From an optimization exercise on the open Yosys and OpenROAD flow, aimed at small area and a short achievable clock period; shortcuts taken in it are not production practice. Where RTL was checked, it was by simulation tests only, not by an equivalence proof against the original. No activity file was given, so power comes from the tool's default toggle rates.

== old ==
==> flow/design.v (excerpt) <==
module fp_logarithm(in_val, clk, ln_output, rst);
input  [31:0] in_val;
input         clk, rst;
output [31:0] ln_output;
localparam [20:0] K8 = 21'h162E43;    
reg [28:0] cX;     
reg [1:0]  m10;    
wire [22:0] cM = {~cX[27:7], m10};
reg [7:0]  cE;
reg [3:0]  st;
reg [33:0] accr;    
reg [31:0] outr;
reg        a2d;
reg [2:0]  h;
reg        sel4, sel1, sel0, sel4n, sel1n, sel0n, xsub, lowf;
reg        one1, two1, neg1, one2, two2, neg2, holdr;
reg        one1n, two1n, neg1n, one2n, two2n, neg2n;
assign ln_output = outr;
always @(posedge clk) begin
  m10 <= in_val[1:0];
  cE <= in_val[30:23];
  st <= st + 4'd1;
end
wire e127c = (cE == 8'd127);
wire subc  = ~cE[7] & ~(&cE[6:0]);           
wire [6:0] ev = subc ? ~cE[6:0] : (cE[6:0] + 7'd1);
reg  [2:0] msbev;
always @* begin
  casez (ev)
    7'b1??????: msbev = 3'd6;
    7'b01?????: msbev = 3'd5;
    7'b001????: msbev = 3'd4;
    7'b0001???: msbev = 3'd3;
    7'b00001??: msbev = 3'd2;
    7'b000001?: msbev = 3'd1;
    default:    msbev = 3'd0;
  endcase
end
wire [6:0] evn   = ev << (3'd6 - msbev);
wire       ovfc  = (evn >= 7'd93);
reg e127, e255, sub, ovf;
reg [2:0] delta;
always @(posedge clk) begin
  e127  <= e127c;
  e255  <= (cE == 8'd255);
  sub   <= subc;
  ovf   <= ovfc;
  ...
Settings: LEC_CHECK=0, ABC_AREA=1, CAP_MARGIN=20, CORE_MARGIN=2, CORE_UTILIZATION=65, SLEW_MARGIN=20; clock period 16.0 ns.
run.sh (not shown) runs the stock make flow with config.mk's settings and CLKGATE_MAP_FILE= SYNTH_SCRIPT=/design/flow/synth_recipe.tcl, a recipe that flattens the netlist after the stock synthesis.
old did not stop at any stage, and its layout met the timing, design-rule and antenna checks.
Here is what was changed in the inputs of new compared with old.
diff --git a/flow/design.v b/flow/design.v
--- a/flow/design.v
+++ b/flow/design.v
@@ -4,25 +4,24 @@
 input         clk, rst;
 output [31:0] ln_output;
 localparam [20:0] K8 = 21'h162E43;    
 reg [28:0] cX;     
 reg [1:0]  m10;    
 wire [22:0] cM = {~cX[27:7], m10};
 reg [7:0]  cE;
 reg [3:0]  st;
 reg [33:0] accr;    
 reg [31:0] outr;
 reg        a2d;
 reg [2:0]  h;
-reg        sel4, sel1, sel0, sel4n, sel1n, sel0n, xsub, lowf;
 reg        one1, two1, neg1, one2, two2, neg2, holdr;
 reg        one1n, two1n, neg1n, one2n, two2n, neg2n;
 assign ln_output = outr;
 always @(posedge clk) begin
   m10 <= in_val[1:0];
   cE <= in_val[30:23];
   st <= st + 4'd1;
 end
 wire e127c = (cE == 8'd127);
 wire subc  = ~cE[7] & ~(&cE[6:0]);           
 wire [6:0] ev = subc ? ~cE[6:0] : (cE[6:0] + 7'd1);
 reg  [2:0] msbev;
@@ -110,28 +109,25 @@
 wire [29:0] two2v = {{15{~two2n}}, {15{two2}}};
 wire [29:0] neg2v = {{15{~neg2n}}, {15{neg2}}};
 wire [29:0] base1 = (one1v & {1'b0, X}) | (two1v & ({X, 1'b0} | c1v));
 wire [29:0] base2 = (one2v & {1'b0, X}) | (two2v & ({X, 1'b0} | c1v));
 wire [33:0] r1 = {{4{~neg1n}}, base1 ^ (neg1v & ~lowm[29:0])};
 wire [33:0] r2 = {{4{~neg2n}}, base2 ^ (neg2v & ~lowm[29:0])};
 wire a1 = (one1 | two1) & (neg1 ^ c1);
 wire a2 = (one2 | two2) & (neg2 ^ c1);
 wire [33:0] ex_a1 = isQ ? ({33'd0, a1} << 7) : (isPB ? ({33'd0, a1} << 4) : {33'd0, a1});
 wire [33:0] ex_a2 = isPB ? ({33'd0, a2d} << 2) : ({33'd0, a2d} << 5);
 wire [33:0] r2s = {r2[31:0], 2'b00} | ex_a1 | ex_a2;
 wire mask = isPA & ~e127;
-wire [29:0] s4v = {{15{~sel4n}}, {15{sel4}}};
-wire [29:0] s1v = {{15{~sel1n}}, {15{sel1}}};
-wire [29:0] s0v = {{15{~sel0n}}, {15{sel0}}};
-wire [29:0] acc = (s4v & accr[33:4]) | (s1v & accr[30:1]) | (s0v & accr[29:0]);
+wire [29:0] acc = ({30{sel4}} & accr[33:4]) | ({30{sel1}} & accr[30:1]) | ({30{sel0}} & accr[29:0]);
 wire [29:0] acc_in = {acc[29:4] ^ {26{xsub}}, lowf ? {4{sub}} : acc[3:0]};
 wire cin = mask & sub;
 wire [33:0] opa = {{4{acc_in[29]}}, acc_in};
 wire [33:0] csa_s = opa ^ r1 ^ r2s;
 wire [33:0] csa_c = {(opa[32:0] & r1[32:0]) | (opa[32:0] & r2s[32:0]) | (r1[32:0] & r2s[32:0]), cin};
 wire [33:0] sum = csa_s + csa_c;
 reg [1:0] shn, shr;
 reg e127al;
 always @* begin
   shn = 2'd0;
   if (ns <= 4'd5) shn = hnext ? 2'd0 : 2'd2;
   else if (~e127) case (ns)
@@ -139,32 +135,30 @@
     4'd7, 4'd8: shn = delta[1] ? 2'd1 : 2'd0;
     4'd9:  shn = delta[0] ? 2'd1 : 2'd0;
     4'd12: shn = 2'd2;
     default: shn = 2'd0;
   endcase
 end
 always @(posedge clk) begin
   shr    <= shn;
   e127al <= e127 & (ns >= 4'd7) & (ns <= 4'd10);
 end
 wire ge24 = |acc[29:24];
 wire [1:0] shs = e127al ? {1'b0, ge24} : shr;
+reg sel4, sel1, sel0, xsub, lowf;
 always @(posedge clk) begin
   accr <= sum;
   sel4 <= (shs == 2'd2) & (ns != 4'd0);
   sel1 <= (shs == 2'd1) & (ns != 4'd0);
   sel0 <= (shs == 2'd0) & (ns != 4'd0);
-  sel4n <= ~((shs == 2'd2) & (ns != 4'd0));
-  sel1n <= ~((shs == 2'd1) & (ns != 4'd0));
-  sel0n <= ~((shs == 2'd0) & (ns != 4'd0));
   xsub <= (ns == 4'd11) & ~e127 & sub;
   lowf <= (ns == 4'd11) & ~e127;
   a2d <= ((isQ & ~holdr) | isPA) ? a2 : 1'b0;
   if (isS0) h <= 3'd0;
   else if (e127al & ge24) h <= h + 3'd1;
 end
 wire [24:0] xv = acc[24:0];
 reg  [22:0] field;
 reg  [1:0]  pofs;  
 always @* begin
   if (xv[24])      begin field = xv[23:1];                  pofs = 2'd3; end
   else if (xv[23]) begin field = {xv[22:1], 1'b0};          pofs = 2'd2; end
[summary]
Number of buffers on the longest clock path: new vs old identical
Lower final clock period utilization by the worst path among old and new: old
Comparing final cell count without fillers for old and new, the smaller number came from old.
Comparing new against old, there is no change at all in initial core utilization.
old -> new: first-pass GRT wire length decreased slightly
The run with more routed wire is old, not new.
Clock group share of total power (lower): old
new: number of cells traversed by the worst register-to-register path lower than old
Between old and new, the synthesized-area fraction occupied by ao, oa, aoi and oai cells is lower for new.
For cell area, old and new come out practically identical.
The top achievable clock speed of new was inferior to that of old.
Total global-route track usage: new vs old down 0.48 points
For fraction of final layout cells with drive strength greater than 1, new and old come out practically identical.
Function not checked in new: the RTL went through the layout flow alone.

==> afterwards: timing with drivers on the ports <==
Ports are ideal in the flow. The routed layouts listed here were re-timed in OpenROAD. Step 1, drivers: a clkbuf_16 drives clk and a buf_2 each remaining input, both assumed. Step 2 times the ports against the registers' clock, not the clock port: input delays grow and output delays shrink by t, the midpoint of the rising clock arrivals with the driver on. Slacks: ideal ports / drivers / drivers and shift; pairs: ideal ports / drivers.
run	t (ns)	setup WS [ns]	worst data-port slew with drivers (ns)
old	0.470	11.487 / 11.441 / 11.728	0.04
new	0.469	11.278 / 11.278 / 11.278	0.03
After both steps setup and hold are still met in every run listed.
